What follows belongs to an exercise in optimizing a design on an open flow for small area, a short achievable clock period and few clock cycles per item; a production flow would make more cautious choices. No functional check of the RTL was part of any run shown here.

==> flow/design.v <==
module ahb_lite_fir_filter(
    input clk,
          n_rst,
    input logic hsel,
    input logic [3:0] haddr,
    input logic hsize,
    input logic [1:0] htrans,
    input logic hwrite,
    input logic [15:0] hwdata,
    output logic [15:0] hrdata,
    output logic hresp
);
    localparam int K = 4;                   
    logic nonseq_wr, a15, ro, wr_req, rd_req;
    assign nonseq_wr = hwrite & (htrans == 2'b10);
    assign a15       = (haddr == 4'd15);
    assign ro        = (haddr[3:2] == 2'b00);
    assign hresp     = hsel & (a15 | (nonseq_wr & ro));
    assign wr_req    = hsel & nonseq_wr & ~ro & ~a15;
    assign rd_req    = hsel & ~nonseq_wr & ~a15;
    logic          wr_pend;
    logic [2:0]    wr_pair;
    logic [15:0]   smp, c0, c1, c2, c3;     
    logic [7:0]    r14, r15;                
    logic [15:0]   f0, f1, f2, f3;          
    logic [15:0]   h1, h2;                  
    logic          samp_pend;               
    logic [1:0]    seq;                     
    logic          k_t0, k_t2, k_t1, k_t3;  
    logic          s3_t0, s3_t2, s3_t1, s3_t3;  
    logic [15:0]   pl;                      
    logic [15-K:0] a2;                      
    logic [15:0]   b2;                      
    logic [15:0]   tq;                      
    logic [16:0]   acc_a;                   
    logic [17:0]   acc_b;                   
    logic [16:0]   res;                     
    logic          err;
    logic wr_smp, wr_c0, wr_c1, wr_c2, wr_c3, wr_r14;
    assign wr_smp = wr_pend & (wr_pair == 3'd2);
    assign wr_c0  = wr_pend & (wr_pair == 3'd3);
    assign wr_c1  = wr_pend & (wr_pair == 3'd4);
    assign wr_c2  = wr_pend & (wr_pair == 3'd5);
    assign wr_c3  = wr_pend & (wr_pair == 3'd6);
    assign wr_r14 = wr_pend & (wr_pair == 3'd7);
    logic s1_free, s1_hw, s1_sm, do_load;
    assign s1_free = (seq == 2'd0);
    assign s1_hw   = s1_free & wr_smp;                  
    assign s1_sm   = s1_free & ~wr_smp & samp_pend;     
    assign do_load = s1_free & ~wr_smp & ~samp_pend & r14[0];
    logic [15:0] a1, b1;
    always_comb begin
        case (seq)
            2'd0:    begin a1 = s1_hw ? hwdata : smp; b1 = f0; end
            2'd1:    begin a1 = h1;                   b1 = f2; end
            2'd2:    begin a1 = smp;                  b1 = f1; end
            default: begin a1 = h2;                   b1 = f3; end
        endcase
    end
    logic [15+K:0] p1;
    assign p1 = a1[K-1:0] * b1;
    logic [31-K:0] p2;
    logic [15:0]   t;
    assign p2 = a2 * b2 + {{(16-K){1'b0}}, pl};    
    assign t  = p2[30-K:15-K];                      
    logic [17:0] ad, rn, ad_x, ad_y;
    assign ad_x = s3_t2 ? 18'd0 : {acc_a[16], acc_a};
    assign ad_y = s3_t2 ? (18'd0 - {2'b00, tq}) : {2'b00, tq};
    assign ad   = ad_x + ad_y;
    assign rn   = acc_b - {2'b00, tq};
    logic [17:0] b_cmp;
    logic        err3, err4, err_new;
    assign b_cmp   = s3_t3 ? ad : acc_b;
    assign err3    = acc_a[16] & (acc_a[15:0] < t);
    assign err4    = (b_cmp[17:16] == 2'b01) & (b_cmp[15:0] >= t);
    assign err_new = err3 | err4;
    logic busy, err_bit;
    assign busy    = wr_pend | samp_pend | r14[0];
    assign err_bit = k_t0 ? err_new : err;
    logic [16:0] res_now;
    logic [15:0] mag, pdata, rdata;
    assign res_now = s3_t0 ? rn[16:0] : res;
    assign mag = res_now[16] ? (~res_now[15:0] + 16'd1) : res_now[15:0];
    always_comb begin
        case (haddr[3:1])
            3'd0:    pdata = {7'd0, err_bit, 7'd0, busy};
            3'd1:    pdata = mag;
            3'd2:    pdata = smp;
            3'd3:    pdata = c0;
            3'd4:    pdata = c1;
            3'd5:    pdata = c2;
            3'd6:    pdata = c3;
            default: pdata = {r15, r14};
        endcase
        if (hsize)
            rdata = pdata;
        else
            rdata = {8'd0, haddr[0] ? pdata[15:8] : pdata[7:0]};
    end
    always_ff @(posedge clk) begin
        pl <= p1[15+K:K];
        a2 <= a1[15:K];
        b2 <= b1;
        tq <= t;
    end
    always_ff @(posedge clk, negedge n_rst) begin
        if (!n_rst) begin
            hrdata    <= 16'd0;
            wr_pend   <= 1'b0;
            wr_pair   <= 3'd0;
            smp       <= 16'd0;
            c0        <= 16'd0;
            c1        <= 16'd0;
            c2        <= 16'd0;
            c3        <= 16'd0;
            r14       <= 8'd0;
            r15       <= 8'd0;
            f0        <= 16'd0;
            f1        <= 16'd0;
            f2        <= 16'd0;
            f3        <= 16'd0;
            h1        <= 16'd0;
            h2        <= 16'd0;
            samp_pend <= 1'b0;
            seq       <= 2'd0;
            k_t0      <= 1'b0;
            k_t2      <= 1'b0;
            k_t1      <= 1'b0;
            k_t3      <= 1'b0;
            s3_t0     <= 1'b0;
            s3_t2     <= 1'b0;
            s3_t1     <= 1'b0;
            s3_t3     <= 1'b0;
            acc_a     <= 17'd0;
            acc_b     <= 18'd0;
            res       <= 17'd0;
            err       <= 1'b0;
        end else begin
            hrdata  <= rd_req ? rdata : 16'd0;
            wr_pend <= wr_req;
            wr_pair <= haddr[3:1];
            if (wr_smp) begin
                smp <= hwdata;
                h1  <= smp;
                h2  <= h1;
            end
            if (wr_c0) c0 <= hwdata;
            if (wr_c1) c1 <= hwdata;
            if (wr_c2) c2 <= hwdata;
            if (wr_c3) c3 <= hwdata;
            if (wr_r14) begin
                r14 <= hwdata[7:0];
                r15 <= hwdata[15:8];
            end else if (do_load) begin
                r14 <= 8'd0;
            end
            if (do_load) begin
                f0 <= c0;
                f1 <= c1;
                f2 <= c2;
                f3 <= c3;
            end
            if (wr_smp & ~s1_hw)
                samp_pend <= 1'b1;
            else if (s1_sm)
                samp_pend <= 1'b0;
            seq   <= (s1_hw | s1_sm | do_load) ? 2'd1 : (seq + {1'b0, ~s1_free});
            k_t0  <= s1_hw | s1_sm;
            k_t2  <= (seq == 2'd1);
            k_t1  <= (seq == 2'd2);
            k_t3  <= (seq == 2'd3);
            s3_t0 <= k_t0;
            s3_t2 <= k_t2;
            s3_t1 <= k_t1;
            s3_t3 <= k_t3;
            if (k_t0)
                err <= err_new;
            else if (do_load)
                err <= 1'b0;
            if (s3_t0) res <= rn[16:0];
            if (s3_t2 | s3_t1) acc_a <= ad[16:0];
            if (s3_t3) acc_b <= ad;
        end
    end
endmodule
==> flow/run.sh <==
#!/bin/bash
# synth_recipe.tcl (not shown) runs the flow's synth.tcl, then flattens the netlist and writes it again
# the make line also repeats each setting of config.mk as NAME=value (left out here)
make -C /OpenROAD-flow-scripts/flow DESIGN_CONFIG=/design/flow/config.mk WORK_HOME=/design/flow/orfs CLKGATE_MAP_FILE= SYNTH_SCRIPT=/design/flow/synth_recipe.tcl finish
==> flow/config.mk <==
export PLATFORM = sky130hd
export DESIGN_NAME = ahb_lite_fir_filter
export DESIGN_NICKNAME = ahb_lite_fir_filter
export VERILOG_FILES = /design/flow/design.v
export SDC_FILE = /design/flow/constraint.sdc
export NUM_CORES = 4
export LEC_CHECK = 0
export ABC_CLOCK_PERIOD_IN_PS = 4000
export CAP_MARGIN = 20
export CORE_MARGIN = 2
export CORE_UTILIZATION = 40
export SETUP_SLACK_MARGIN = 5
export SLEW_MARGIN = 20
==> flow/constraint.sdc <==
create_clock -name core_clock -period 12.0 [get_ports {clk}]
set_input_delay 2.4000 -clock core_clock [delete_from_list [all_inputs] [get_ports {clk}]]
set_output_delay 2.4000 -clock core_clock [all_outputs]
set_load 0.01 [all_outputs]
==> qor.yml, run 1 <==
outcome: "finished clean"
hold_path_class: "reg -> reg"
clk_latency_ns: 0.58
synth_compound_area_share_pct: 11.0
synth.distinct_cells: 85
yosys-top-cells-count: "inv_1 (320), dfrtp_1 (276), nand2_1 (263), mux2_2 (197), fa_1 (182)"
grt_pass1_vias: 18300
timing.final.max_slew_violations: 0
tns_ns: 0
largest_register: "acc_b"
synth_ff_type: "dfrtp_1"
synth-async-reset-ratio_pct: 82.1
rows: 89
yosys.area.top_type: "dfrtp_1"
final_hold_viol_count: 0
synth-xor-area-share_pct: 2.98
syn-mean-instance-area_um2: 10.0
cp-end-kind: "register"
drcViolationCount: 0
portBuffers: 43
critical_path_arrival_ns: 8.01
crit_path_start: "a2[0]"
hold_start: "k_t3"
drtIter0Drc: 1277
ys_seq_elements: 336
synth_top_family_by_area: "adder cells"
synthSimpleGateAreaFrac_pct: 12.4
max-clock-path-buffers: 3
ctsRootBufferMaster: "clkbuf_16"
routedWlPerCell_um: 19.7
core_area_mm2: 0.0592
synth_fa_ha_area_share_pct: 23.2
synthToLayoutAreaGrowth_pct: 14.6
via_per_inst: 5.37
postRouteAntennaNets: 0
slew_headroom_pct: 23.4
path_class: "reg -> reg"
met1_length_um: 28500
max_clock_freq_mhz: 132
fin_util_pct: 46.5
top_regs: "acc_b x18, acc_a x17, res x17"
synthMuxAreaShare_pct: 10.1
synth_edf_count: 0
largest_reg_flops: 18
grt_max_degree: 81
grt-ovfl-total: 0
syn_area_mm2: 0.0240
synth_top_area_share_pct: 28.7
period_share_pct: 63.1
ys_top_cells_by_area: "dfrtp_1 (29%), fa_1 (15%), mux2_2 (9.2%)"
critPathMaxStageDelay_ns: 0.57
r2r_start: "a2[0]"
setup_violations: 0
cp_max_fo: 6
gr-usage-all-layers_pct: 20.6
initial_utilization_pct: 40.6
drv_cap: 0
drive_gt1_share_pct: 18.6
finalClockSkew_ns: 0.0190
clk_pin_slew_ns: 0.06
met3_length_um: 3320
fin_nets: 2829
diodes: 0
critPathRequiredTime_ns: 12.44
crit_path_start_kind: "register"
yosys_warnings: 1
crit_slowest_cell: "or4_4"
syn_inst: 2402
top_layer: "met4"
yosysSeqAreaShare_pct: 33.7
dpl.cell_count: 3141
ctsHoldBuffers: 0
dieArea_mm2: 0.0621
cts_tree: "done"
dr.pass1.iters: 5
die_w_um: 249
num_io_pins: 44
synth_most_common_cell: "inv_1"
timing.final.crit_period_ns: 7.57
grt_antenna_before_repair: 1
path_common_cell: "fa_1"
numCtsBuffers: 40
clock-sinks: 336
vias: 17500
wl_met2_um: 30900
synth_fp_nets: 2765
dp_hpwl_um: 46500
wl_um: 64200
grt_pass1_wl_um: 102000
cts_max_level: 2
tightestPinTransition_ns: 1.15
rsz0062_at_grt: "yes"
stdcell_count: 3268
gp_congestion: 0.869
die_h_um: 249
[worst paths after layout]
| path | slack [ns] | cells after the start | end |
|---|---|---|---|
| min in group asynchronous | 1.74 | 1 | h2[13] |
| worst min register to register | 0.34 | 0 | s3_t3 |
| worst max-delay path | 4.43 | 35 | hrdata[0] |
| worst min-delay path | 0.34 | 0 | s3_t3 |
| max in group asynchronous | 8.26 | 3 | r15[7] |
| worst max register to register | 4.43 | 35 | hrdata[0] |
[through the flow]
| stage | hold WS [ns] | cell area [µm²] | worst slack, ns |
|---|---|---|---|
| 6_report | 0.345 | 27600 | 4.43 |
| 5_1_grt | 0.350 | 27600 | 4.13 |
| 4_1_cts | 0.345 | 27200 | 4.31 |
| 3_5_place_dp | 0.335 | 25300 | 3.42 |
| 3_3_place_gp | 0.336 | 25300 | 3.56 |
| 2_1_floorplan | 0.331 | 24100 | 5.00 |
[cell type report]
type                            instances  area, µm²
Clock inverter                         14        193
Clock buffer                           57       1110
Sequential cell                       336       8200
Inverter                              322       1210
Tap cell                              773        967
Multi-Input combinational cell       1646      14800
Timing Repair Buffer                  120       1040
Fill cell                            5537      31700
[routing by layer]
metal / track usage, % / up-vias
met2: 34.6 / 439
met3: 3.27 / 93
met5: 0 / -
li1: - / 8157
met4: 5.20 / 0
met1: 27.7 / 8856
[cell families (layout without fill, tap and decap cells)]
group / after synthesis / count (layout)
compound gates: 393 / 393
xor+xnor: 81 / 81
fa+ha+maj: 336 / 336
buf+inv: 420 / 513
flops: 336 / 336
mux: 216 / 216
simple gates: 620 / 620
[worst max-delay path, delay by kind of cell (launching register included)]
kind / cells / cell delay (ns)
AOI/OAI and AO/OA: 12 / 1.62
xor gates and xnor gates: 1 / 0.28
adders and majority gates: 7 / 3.03
buffers and inverters: 7 / 0.62
DFF: 1 / 0.36
and+or+nand+nor: 8 / 1.49
[what timing repair did]
item	in CTS	in global routing
setup endpoints to repair	3	3
resized for setup	109	36
pin swaps	46	39
cloned	0	0
setup buffers	30	26
[cell usage in the layout, fill, tap and decap left out, drive strengths merged, types with 25 or more instances in the layout]
master / count
inv: 323
dfrtp: 276
ha: 154
a21oi: 103
xnor2: 58
buf: 78
nor3: 25
o21ai: 79
dfxtp: 60
mux2: 198
nor2b: 37
and2: 107
fa: 182
clkbuf: 58
nand2: 263
nor2: 103
clkdlybuf4s50: 41
==> inputs of run 2 (changes only) <==
--- a/flow/config.mk
+++ b/flow/config.mk
@@ -5,7 +5,7 @@
 export SDC_FILE = /design/flow/constraint.sdc
 export NUM_CORES = 4
 export LEC_CHECK = 0
-export ABC_CLOCK_PERIOD_IN_PS = 4000
+export ABC_CLOCK_PERIOD_IN_PS = 6000
 export CAP_MARGIN = 20
 export CORE_MARGIN = 2
 export CORE_UTILIZATION = 40
==> run 2 against run 1 <==
Still clean. Non-clock buffer count is the same. Flip-flop and latch count stayed put. Clock-buffer cell count did not move. Critical path depth did not move. First-iteration DRC count stayed put. Die area is the same. Maximum frequency unchanged. Global-route usage did not move.
==> qor.yml, run 2 <==
outcome: "finished clean"
path_class: "reg -> reg"
reg2reg_depth: 35  # unchanged
synth_edf_count: 0  # unchanged
syn_inst: 2402  # unchanged
wl_um: 64200  # unchanged
dr.pass1.iters: 5  # unchanged
max-clock-path-buffers: 3  # unchanged
die_h_um: 249  # unchanged
grt_pass1_wl_um: 102000  # unchanged
drive_gt1_share_pct: 18.6  # unchanged
grt_max_degree: 81  # unchanged
largest_reg_flops: 18  # unchanged
num_io_pins: 44  # unchanged
yosys.area.top_type: "dfrtp_1"
die_w_um: 249  # unchanged
critPathMaxStageDelay_ns: 0.57  # about the same
syn_area_mm2: 0.0240  # unchanged
hold_path_class: "reg -> reg"
path_common_cell: "fa_1"
via_per_inst: 5.37  # unchanged
holdPathEnd: "s3_t3"
synth.distinct_cells: 85  # unchanged
rows: 89  # unchanged
drv_cap: 0  # unchanged
ys_top_cells_by_area: "dfrtp_1 (29%), fa_1 (15%), mux2_2 (9.2%)"
yosys-top-cells-count: "inv_1 (320), dfrtp_1 (276), nand2_1 (263), mux2_2 (197), fa_1 (182)"
clk_latency_ns: 0.58  # about the same
fin_util_pct: 46.5  # unchanged
synth_most_common_cell: "inv_1"
postRouteAntennaNets: 0  # unchanged
yosysSeqAreaShare_pct: 33.7  # unchanged
tightestPinTransition_ns: 1.15  # unchanged
syn-mean-instance-area_um2: 10.0  # unchanged
final_cell_mix: "inv_1 (312), dfrtp_1 (276), nand2_1 (261)"
cp-end-kind: "register"
period_share_pct: 63.1  # unchanged
portBuffers: 43  # unchanged
clock-sinks: 336  # unchanged
synth_ff_type: "dfrtp_1"
critPathRequiredTime_ns: 12.44  # about the same
whs_path_depth: 0  # unchanged
initial_utilization_pct: 40.6  # unchanged
synth-async-reset-ratio_pct: 82.1  # unchanged
grt_pass1_vias: 18300  # unchanged
fin_nets: 2829  # unchanged
yosys_warnings: 1  # unchanged
rsz0062_at_grt: "yes"
hold_start: "k_t3"
largest_register: "acc_b"
crit_slowest_cell: "or4_4"
grt_antenna_before_repair: 1  # unchanged
setup_ws_ns: 4.43  # unchanged
drcViolationCount: 0  # unchanged
grt-ovfl-total: 0  # unchanged
routedWlPerCell_um: 19.7  # unchanged
critical_path_arrival_ns: 8.01  # about the same
stdcell_count: 3268  # unchanged
tns_ns: 0  # unchanged
ctsRootBufferMaster: "clkbuf_16"
top_regs: "acc_b x18, acc_a x17, res x17"
max_clock_freq_mhz: 132  # unchanged
n_fill_cell: 5537  # unchanged
multi_input_area_mm2: 0.0148  # unchanged
cp_max_fo: 6  # unchanged
timing.final.crit_period_ns: 7.57  # unchanged
numCtsBuffers: 40  # unchanged
gr-usage-all-layers_pct: 20.6  # unchanged
finalClockSkew_ns: 0.0190  # unchanged
diodes: 0  # unchanged
drtIter0Drc: 1277  # unchanged
final_hold_viol_count: 0  # unchanged
r2r-end: "hrdata[0]"
synthToLayoutAreaGrowth_pct: 14.6  # unchanged
crit_path_start_kind: "register"
synth_fp_nets: 2765  # unchanged
r2r_setup_slack_ns: 4.43  # about the same
cts_tree: "done"
slew_headroom_pct: 23.4  # unchanged
dieArea_mm2: 0.0621  # unchanged
dp_hpwl_um: 46500  # unchanged
clk_pin_slew_ns: 0.06  # about the same
timing.final.max_slew_violations: 0  # unchanged
ys_seq_elements: 336  # unchanged
regArea_mm2: 0.00820  # unchanged
vias: 17500  # unchanged
core_area_mm2: 0.0592  # unchanged
dp_slack_ns: 3.42  # unchanged
gp_congestion: 0.869  # unchanged
cts_max_level: 2  # unchanged
r2r_start: "a2[0]"
mostFrequentLayoutCell: "inv_1"
setup_violations: 0  # unchanged
synth_top_area_share_pct: 28.7  # unchanged
dpl.cell_count: 3141  # unchanged
## run 2: kinds of logic (layout without fill, tap and decap cells)
group	count (synthesis)	after routing	synth area share, %
and+or+nand+nor	620	620	12.4
buffers and inverters	420	513	6.58
AOI/OAI and AO/OA	393	393	11.0
adders and majority gates	336	336	23.2
DFF	336	336	33.7
muxes	216	216	10.1
xor gates and xnor gates	81	81	2.98
## run 2: how the worst max path moves through the flow
stage | start | end | depth (start not counted)
floorplan | a2[10] | hrdata[0] | 33
finish | a2[0] | hrdata[0] | 35
CTS | a2[2] | hrdata[0] | 35
detailed placement | a2[5] | hrdata[0] | 32
global placement | a2[5] | hrdata[0] | 32
global route | b2[6] | hrdata[0] | 34
## run 2: cell type report
class                   instances  area share, %
well taps                     773           3.51
clock buffers                  57           4.05
clock inverters                14          0.699
multi-input cells            1646           53.8
repair buffers                120           3.78
flip-flops and latches        336           29.8
inverters                     322           4.39
## run 2: metal layers
layer	wire length, µm	vias to the layer above	track usage (%)
met1	28500	8856	27.7
met4	1530	0	5.20
met3	3320	93	3.27
met2	30900	439	34.6
met5	0	-	0
li1	-	8157	-
## run 2: worst max-delay path, delay by kind of cell (launching register included)
kind,cells,cell delay [ns]
AOI/OAI and AO/OA,12,1.62
and+or+nand+nor,8,1.49
adders and majority gates,7,3.03
xor gates and xnor gates,1,0.28
buffers and inverters,7,0.62
DFF,1,0.36
## run 2: repair_timing
action / in CTS / in global routing
pin swaps: 46 / 39
hold buffers: 0 / 0
setup endpoints to repair: 3 / 3
gates resized for setup: 109 / 36
setup buffers: 30 / 26
## run 2: per-stage QoR
stage / area, µm² / hold slack (ns)
floorplan: 24100 / 0.331
global placement: 25300 / 0.336
detailed placement: 25300 / 0.335
CTS: 27200 / 0.345
global route: 27600 / 0.350
finish: 27600 / 0.345

==> what the ideal ports hide <==
In the flow no input, the clock included, has a driving cell. The finished layouts below were timed again as built, in two steps.
Step 1 sets driving cells, clkbuf_16 on the clock port and buf_2 on the other inputs (assumed; they add their load-dependent delay and slew).
Step 2 also shifts input and output timing later by t, the mid clock arrival at the registers, as if the neighbouring blocks saw the same clock.
a / b / c = ideal / step 1 / step 2; a / b = the first two.
| run | shift t [ns] | setup WS [ns] | worst hold slack (ns) | worst setup path at the end | pins driven straight from the clock port |
|---|---|---|---|---|---|
| run 1 | 0.624 | 4.431 / 4.431 / 4.431 | 0.345 / 0.345 / 0.345 | register to register | 1 |
| run 2 | 0.624 | 4.431 / 4.431 / 4.431 | 0.345 / 0.345 / 0.345 | register to register | 1 |
After both steps setup and hold are still met in every run listed.
